Source: an optimization exercise on an open RTL-to-GDS flow (aim: small area). Production flows keep margins and buffers that such runs may drop.
Function was checked by simulation only, so behaviour that the tests miss may differ from the original.

lane 1:
## ResonantLowPassFilter
module ResonantLowPassFilter(
    input clk,
    input signed [15:0] audio_in,
    input signed [15:0] cutoff,
    input signed [15:0] resonance,
    input signed [15:0] gain,
    input reset_n,
    output reg signed [15:0] filtered_audio
);
Size in the first run: ~1500 cells after synthesis, roughly 82 I/O pins, roughly 15000 um2 of cells after synthesis.
clock: 7.0 ns
lec_check: 0
abc_area: 1
cap_margin: 20
core_margin: 2
core_utilization: 60
cts_buf_list: sky130_fd_sc_hd__clkbuf_4 sky130_fd_sc_hd__clkbuf_8
slew_margin: 20
synth_hierarchical: 1
run.sh (not shown) runs the stock make flow with config.mk's settings and CLKGATE_MAP_FILE= SYNTH_SCRIPT=/design/flow/synth_recipe.tcl, a recipe that flattens the netlist after the stock synthesis.
Both conditions hold for lane 1: the flow ran to the end and the final layout passed the timing, DRC and antenna checks.
#### Input delta (lane 2 over lane 1)
- CAP_MARGIN changed from 20 to 0
- SLEW_MARGIN changed from 20 to 0
### Flow results
Comparing lane 2 with lane 1, the buffer levels on the longest clock path came out essentially unchanged.
From lane 2 to lane 1, post-route clock period utilization did not move at all.
From lane 1 to lane 2, sequential share of layout area did not move at all.
Diff lane 2..lane 1 | fraction of area in multi-input gates | unchanged
Non-filler instance count after layout delta (lane 2 -> lane 1): insignificant


ResonantLowPassFilter, a different RTL version from the one above (not shown whole).
Size in the first run: about 1500 cells after synthesis, roughly 14000 µm² of cells after synthesis.
==> flow/config.mk <==
export PLATFORM = sky130hd
export DESIGN_NAME = ResonantLowPassFilter
export DESIGN_NICKNAME = ResonantLowPassFilter
export VERILOG_FILES = /design/flow/design.v
export SDC_FILE = /design/flow/constraint.sdc
export NUM_CORES = 4
export LEC_CHECK = 0
export ABC_AREA = 1
export CAP_MARGIN = 20
export CORE_MARGIN = 2
export CORE_UTILIZATION = 60
export CTS_BUF_LIST = sky130_fd_sc_hd__clkbuf_4 sky130_fd_sc_hd__clkbuf_8
export SLEW_MARGIN = 20
export SYNTH_HIERARCHICAL = 1
==> flow/constraint.sdc <==
create_clock -name core_clock -period 7.0 [get_ports {clk}]
set_input_delay 1.4000 -clock core_clock [delete_from_list [all_inputs] [get_ports {clk}]]
set_output_delay 1.4000 -clock core_clock [all_outputs]
set_load 0.01 [all_outputs]
standard.sh (not shown) runs the stock make flow with config.mk's settings and CLKGATE_MAP_FILE= SYNTH_SCRIPT=/design/flow/synth_recipe.tcl, a recipe that flattens the netlist after the stock synthesis.
==> flow/flow/run.sh <==
#!/bin/bash
# The standard layout, with the smallest buffer on the ports.
set -euo pipefail
bash standard.sh "BUFFER_PORTS_ARGS=-buffer_cell sky130_fd_sc_hd__buf_1" finish > standard_flow.log 2>&1
Change:
Settings changed: CORE_UTILIZATION 60 to 75.
Outcome:
- The new run completed without violations
- utilization increases by 15 points
- final cell count decreases by 4.4%
- final area decreases by about 0.8%
- non-clock buffer count increases by 2
- worst setup slack gains 0.013 ns
- worst hold slack stays flat
- count of clock-buffer cells in the layout increases by 1
- critical path depth increases by 1
- wire length increases by about 1.7%


ResonantLowPassFilter, a different RTL version from the one above (not shown whole).
Size in the first run: ~1,500 cells after synthesis, about 82 I/O pins, ~14,000 um2 of cells after synthesis.
==> flow/design.v (excerpt) <==
module ResonantLowPassFilter(
    input clk,
    input signed [15:0] audio_in,
    input signed [15:0] cutoff,
    input signed [15:0] resonance,
    input signed [15:0] gain,
    input reset_n,
    output reg signed [15:0] filtered_audio
);
    reg signed [15:0] state, nfeedback;    
    reg signed [15:0] sum_reg;
    reg signed [15:0] alpha, beta;
    genvar i;
    wire [16:0] sx = {state, 1'b0};
    wire [7:0] neg, one, two, nz;
    generate for (i = 0; i < 8; i = i + 1) begin : enc
        assign neg[i] = sx[2*i+2];
        assign one[i] = sx[2*i+1] ^ sx[2*i];
        assign two[i] = (sx[2*i+2] & ~sx[2*i+1] & ~sx[2*i]) | (~sx[2*i+2] & sx[2*i+1] & sx[2*i]);
        assign nz[i]  = one[i] | two[i];
    end endgenerate
    wire s_min = state[15] & ~|state[14:0];
    wire ca = s_min & alpha[15] & ~|alpha[14:0];
    wire cb = s_min & beta[15] & ~|beta[14:0];
    wire ppbeta_1;
    assign ppbeta_1 = one[0] & beta[0];
    wire ppbeta_2;
    assign ppbeta_2 = ((one[0] & beta[1]) | (two[0] & beta[0])) ^ neg[0];
    wire ppbeta_3;
    assign ppbeta_3 = ((one[0] & beta[2]) | (two[0] & beta[1])) ^ neg[0];
    wire ppbeta_4;
    assign ppbeta_4 = ((one[0] & beta[3]) | (two[0] & beta[2])) ^ neg[0];
    wire ppbeta_5;
    assign ppbeta_5 = ((one[0] & beta[4]) | (two[0] & beta[3])) ^ neg[0];
    wire ppbeta_6;
    assign ppbeta_6 = ((one[0] & beta[5]) | (two[0] & beta[4])) ^ neg[0];
    wire ppbeta_7;
    assign ppbeta_7 = ((one[0] & beta[6]) | (two[0] & beta[5])) ^ neg[0];
    wire ppbeta_8;
    assign ppbeta_8 = ((one[0] & beta[7]) | (two[0] & beta[6])) ^ neg[0];
    wire ppbeta_9;
  ...
Settings: LEC_CHECK=0, ABC_AREA=1, CAP_MARGIN=20, CORE_MARGIN=2, CORE_UTILIZATION=70, SLEW_MARGIN=20, SYNTH_HIERARCHICAL=1; clock period 7.0 ns.
==> flow/flow/run.sh <==
#!/bin/bash
# The standard layout, with the smallest buffer on the ports, upsized
# synthesis cells downsized after floorplan, and a clock tree without dummy
# loads.
set -euo pipefail
bash standard.sh \
  "BUFFER_PORTS_ARGS=-buffer_cell sky130_fd_sc_hd__buf_1" \
  "POST_FLOORPLAN_TCL=$PWD/flow/downsize.tcl" \
  "POST_RESIZE_TCL=$PWD/flow/bufdown.tcl" \
  "CTS_ARGS=-sink_clustering_enable -repair_clock_nets -dont_use_dummy_load -buf_list {sky130_fd_sc_hd__clkbuf_4 sky130_fd_sc_hd__clkbuf_8}" \
  finish > standard_flow.log 2>&1
==> flow/flow/bufdown.tcl <==
# After the placement repair: try the smallest buffer in place of each
# buffer that repair inserted, then repair slew and capacitance again.
set db [ord::get_db]
set b1 [$db findMaster sky130_fd_sc_hd__buf_1]
set n 0
foreach inst [[ord::get_db_block] getInsts] {
  set name [[$inst getMaster] getName]
  if {[string match "place*" [$inst getName]] && [regexp {^sky130_fd_sc_hd__buf_[2-9]} $name]} {
    $inst swapMaster $b1
    incr n
  }
}
puts "bufdown.tcl: downsized $n buffers"
estimate_parasitics -placement
repair_design -slew_margin 20 -cap_margin 20
==> flow/flow/downsize.tcl <==
# After floorplan: give every combinational cell that synthesis upsized the
# smallest drive strength of its kind; the later repair steps upsize again
# wherever slew, capacitance or timing needs it.
set db [ord::get_db]
set n 0
foreach inst [[ord::get_db_block] getInsts] {
  set name [[$inst getMaster] getName]
  if {![regexp {^(sky130_fd_sc_hd__[a-z0-9]+)_([0-9]+)$} $name -> base size]} { continue }
  if {$size <= 1} { continue }
  if {[regexp {__(df|dl|sdf|edf|clk|tap|fill|decap|conb|buf|lpflow|probe)} $base]} { continue }
  foreach s {0 1} {
    set m [$db findMaster ${base}_$s]
    if {$m != "NULL" && $m != ""} {
      $inst swapMaster $m
      incr n
      break
    }
  }
}
puts "downsize.tcl: downsized $n cells"
==> next run, changes <==
--- a/flow/flow/run.sh
+++ b/flow/flow/run.sh
@@ -1,7 +1,11 @@
 #!/bin/bash
-# The standard layout, with the smallest buffer on the ports, upsized
-# synthesis cells downsized after floorplan, and a clock tree without dummy
-# loads.
+# The standard layout, with: the standard flow's synthesis but a stronger ABC area
+# script; the smallest buffer on the ports; upsized synthesis cells
+# downsized after floorplan; buffers from placement repair retried at the
+# smallest size; a clock tree without dummy loads.
 set -euo pipefail
+export FLOW_WORK=$PWD
+export FLOW_ABC_SCRIPT=$PWD/flow/abc_area2.script
 bash standard.sh \
+  "SYNTH_SCRIPT=$PWD/flow/synth.tcl" \
   "BUFFER_PORTS_ARGS=-buffer_cell sky130_fd_sc_hd__buf_1" \
==> flow/flow/abc_area2.script (new file) <==
strash
&get -n
&st
&dch
&nf -R 1000
&put
strash
dch -f
map -a
topo
==> flow/flow/synth.tcl (new file) <==
# The standard flow's own synthesis script (synth_recipe.tcl, sourced unchanged), with
# Yosys's abc call given a stronger area script (abc_area2.script).
proc abc {args} {
  set i [lsearch -exact $args -script]
  if {$i >= 0} { set args [lreplace $args [expr {$i + 1}] [expr {$i + 1}] $::env(FLOW_ABC_SCRIPT)] }
  yosys abc {*}$args
}
source $::env(FLOW_WORK)/synth_recipe.tcl
Effect: Setup slack is worse by 120 ps; worst hold slack is better by 7.1 ps; design area is lower slightly; global-route usage is higher by 3.1 points; wire length is higher slightly; count of clock-buffer cells in the layout stays the same; first-iteration DRC count is higher by about a fifth; register-to-register slack is worse by 120 ps.
==> next run, changes <==
==> flow/flow/run.sh (replaced) <==
#!/bin/bash
# The standard layout, with the smallest buffer on the ports, upsized
# synthesis cells downsized after floorplan, and a clock tree without dummy
# loads.
set -euo pipefail
bash standard.sh \
  "BUFFER_PORTS_ARGS=-buffer_cell sky130_fd_sc_hd__buf_1" \
  "POST_FLOORPLAN_TCL=$PWD/flow/downsize.tcl" \
  "CTS_ARGS=-sink_clustering_enable -repair_clock_nets -dont_use_dummy_load -buf_list {sky130_fd_sc_hd__clkbuf_8 sky130_fd_sc_hd__clkbuf_16}" \
  finish > standard_flow.log 2>&1
- CORE_UTILIZATION: 70 -> 60
removed: flow/flow/abc_area2.script
removed: flow/flow/bufdown.tcl
removed: flow/flow/synth.tcl
What happened:
- The changed run completed with no timing, DRC or antenna violations
- die area grows by 23%
- global-route usage is lower by 6.6 points
- cell count went up by 6.6%


ResonantLowPassFilter again, from the RTL that the note above started with.
==> flow/config.mk <==
export PLATFORM = sky130hd
export DESIGN_NAME = ResonantLowPassFilter
export DESIGN_NICKNAME = ResonantLowPassFilter
export VERILOG_FILES = /design/flow/design.v
export SDC_FILE = /design/flow/constraint.sdc
export NUM_CORES = 4
export LEC_CHECK = 0
export ABC_AREA = 1
export CAP_MARGIN = 20
export CORE_MARGIN = 2
export CORE_UTILIZATION = 70
export SLEW_MARGIN = 20
export SYNTH_HIERARCHICAL = 1
==> flow/constraint.sdc <==
create_clock -name core_clock -period 7.0 [get_ports {clk}]
set_input_delay 1.4000 -clock core_clock [delete_from_list [all_inputs] [get_ports {clk}]]
set_output_delay 1.4000 -clock core_clock [all_outputs]
set_load 0.01 [all_outputs]
==> flow/flow/run.sh <==
#!/bin/bash
# The standard layout, with: the standard flow's synthesis but a stronger ABC area
# script; the smallest buffer on the ports; upsized synthesis cells
# downsized after floorplan; a clock tree without dummy loads.
set -euo pipefail
export FLOW_WORK=$PWD
export FLOW_ABC_SCRIPT=$PWD/flow/abc_area2.script
bash standard.sh \
  "SYNTH_SCRIPT=$PWD/flow/synth.tcl" \
  "BUFFER_PORTS_ARGS=-buffer_cell sky130_fd_sc_hd__buf_1" \
  "POST_FLOORPLAN_TCL=$PWD/flow/downsize.tcl" \
  "CTS_ARGS=-sink_clustering_enable -repair_clock_nets -dont_use_dummy_load -buf_list {sky130_fd_sc_hd__clkbuf_4 sky130_fd_sc_hd__clkbuf_8}" \
  finish > standard_flow.log 2>&1
==> flow/flow/abc_area2.script <==
strash
&get -n
&st
&dch
&nf -R 1000
&put
==> flow/flow/synth.tcl <==
# The standard flow's own synthesis script (synth_recipe.tcl, sourced unchanged), with
# Yosys's abc call given a stronger area script (abc_area2.script).
proc abc {args} {
  set i [lsearch -exact $args -script]
  if {$i >= 0} { set args [lreplace $args [expr {$i + 1}] [expr {$i + 1}] $::env(FLOW_ABC_SCRIPT)] }
  yosys abc {*}$args
}
source $::env(FLOW_WORK)/synth_recipe.tcl
Scripts as last shown in full above: flow/flow/downsize.tcl
Rerun with:
==> flow/flow/run.sh (replaced) <==
#!/bin/bash
# The standard layout, with the smallest buffer on the ports, upsized
# synthesis cells downsized after floorplan, and a clock tree without dummy
# loads.
set -euo pipefail
bash standard.sh \
  "BUFFER_PORTS_ARGS=-buffer_cell sky130_fd_sc_hd__buf_1" \
  "POST_FLOORPLAN_TCL=$PWD/flow/downsize.tcl" \
  "CTS_ARGS=-sink_clustering_enable -repair_clock_nets -dont_use_dummy_load -buf_list {sky130_fd_sc_hd__clkbuf_4 sky130_fd_sc_hd__clkbuf_8}" \
  finish > standard_flow.log 2>&1
- PLACE_DENSITY_LB_ADDON: unset -> 0.2
removed: flow/flow/abc_area2.script
removed: flow/flow/synth.tcl
Effect:
- register-to-register slack improved by 0.04 ns
- core utilization came out lower by 3.4 points
- cell area came out lower slightly
Rerun with:
==> flow/flow/run.sh (replaced) <==
#!/bin/bash
# The standard layout, with: the standard flow's synthesis but a stronger ABC area
# script; the smallest buffer on the ports; upsized synthesis cells
# downsized after floorplan; a clock tree without dummy loads.
set -euo pipefail
export FLOW_WORK=$PWD
export FLOW_ABC_SCRIPT=$PWD/flow/abc_area2.script
bash standard.sh \
  "SYNTH_SCRIPT=$PWD/flow/synth.tcl" \
  "BUFFER_PORTS_ARGS=-buffer_cell sky130_fd_sc_hd__buf_1" \
  "POST_FLOORPLAN_TCL=$PWD/flow/downsize.tcl" \
  "CTS_ARGS=-sink_clustering_enable -repair_clock_nets -dont_use_dummy_load -buf_list {sky130_fd_sc_hd__clkbuf_4 sky130_fd_sc_hd__clkbuf_8}" \
  finish > standard_flow.log 2>&1
==> flow/flow/abc_area2.script (new file) <==
strash
&get -n
&st
&dch
&nf -R 1000
&put
strash
dch -f
map -a
topo
==> flow/flow/synth.tcl (new file) <==
# The standard flow's own synthesis script (synth_recipe.tcl, sourced unchanged), with
# Yosys's abc call given a stronger area script (abc_area2.script).
proc abc {args} {
  set i [lsearch -exact $args -script]
  if {$i >= 0} { set args [lreplace $args [expr {$i + 1}] [expr {$i + 1}] $::env(FLOW_ABC_SCRIPT)] }
  yosys abc {*}$args
}
source $::env(FLOW_WORK)/synth_recipe.tcl
- PLACE_DENSITY_LB_ADDON: 0.2 -> unset
The new run produced a clean layout. Via count fell by 2.6%. Hold slack gains 0.026 ns. Die area came out lower by 5.6%. Register-to-register slack loses 0.05 ns. Final cell count drops by 5.3%. Core utilization went up by 3.1 points. Routed wire length climbs by 1.8%.
Rerun with:
- CORE_UTILIZATION: 70 -> 80
Outcome:
- The changed run completed with no timing, DRC or antenna violations
- wire length goes up by about 8%
- count of clock-buffer cells in the layout stays the same
- fmax goes down by about 3%
- global-route usage goes up by 7.8 points
- final cell count goes down by about 1.6%
- setup slack got worse by 0.21 ns
- via count goes up by 6.8%
- final area barely changes
Rerun with:
==> flow/flow/run.sh (replaced) <==
#!/bin/bash
# The standard layout, with the smallest buffer on the ports, upsized
# synthesis cells downsized after floorplan, and a clock tree without dummy
# loads.
set -euo pipefail
bash standard.sh \
  "BUFFER_PORTS_ARGS=-buffer_cell sky130_fd_sc_hd__buf_1" \
  "POST_FLOORPLAN_TCL=$PWD/flow/downsize.tcl" \
  "CTS_ARGS=-sink_clustering_enable -repair_clock_nets -dont_use_dummy_load -buf_list {sky130_fd_sc_hd__clkbuf_4 sky130_fd_sc_hd__clkbuf_8}" \
  finish > standard_flow.log 2>&1
removed: flow/flow/abc_area2.script
removed: flow/flow/synth.tcl
The changed run completed with no timing, DRC or antenna violations.
Via count falls by 2.5%.
Clock-buffer cell count is unchanged.
Non-clock buffer count falls by 12.
Register-to-register slack improved by 0.20 ns.
Global-route usage falls by 4.6 points.
Rerun with:
- CORE_UTILIZATION: 80 -> 70
Result: Core utilization goes down by 9.6 points; global-route usage goes down by 6.5 points; via count goes down by 3.6%; hold slack improved by 0.010 ns; final cell count goes up by 2.4%; cell area goes up by 0.39%; sequential cell count does not change; setup slack improved by 0.052 ns.

-- re-timing with driven ports --
The flow's constraints put no driver on any port. The routed layouts listed below were extracted and timed again, unchanged, in two steps.
Step 1 sets driving cells, clkbuf_16 on the clock port and buf_2 on the other inputs (assumed; they add their load-dependent delay and slew).
Step 2 also shifts input and output timing later by t, the mid clock arrival at the registers, as if the neighbouring blocks saw the same clock.
a / b / c = ideal ports / drivers / drivers and shift; a / b = the first two.
run | t (ns) | slack for setup (ns) | worst setup path at the end
lane 1 | 0.434 | 0.390 / 0.390 / 0.356 | input to register
lane 2 | 0.434 | 0.390 / 0.390 / 0.356 | input to register
the first run of note 2 | 0.434 | 0.530 / 0.530 / 0.530 | register to register
the second run of note 2 | 0.435 | 0.543 / 0.543 / 0.451 | input to register
the first run of note 3 | 0.430 | 0.382 / 0.382 / 0.382 | register to register
the second run of note 3 | 0.421 | 0.263 / 0.263 / 0.263 | register to register
the third run of note 3 | 0.401 | 0.537 / 0.537 / 0.439 | input to register
the first run of note 4 | 0.418 | 0.474 / 0.474 / 0.474 | register to register
the second run of note 4 | 0.417 | 0.514 / 0.514 / 0.514 | register to register
the third run of note 4 | 0.430 | 0.461 / 0.461 / 0.461 | register to register
the fourth run of note 4 | 0.435 | 0.254 / 0.254 / 0.254 | register to register
the fifth run of note 4 | 0.427 | 0.451 / 0.451 / 0.440 | input to register
the sixth run of note 4 | 0.419 | 0.502 / 0.502 / 0.485 | input to register
After both steps every run listed still meets setup and hold. For the third run of note 3, which loses most, drivers alone change the setup slack by 0.000 ns; drivers and shift together by -0.098 ns.
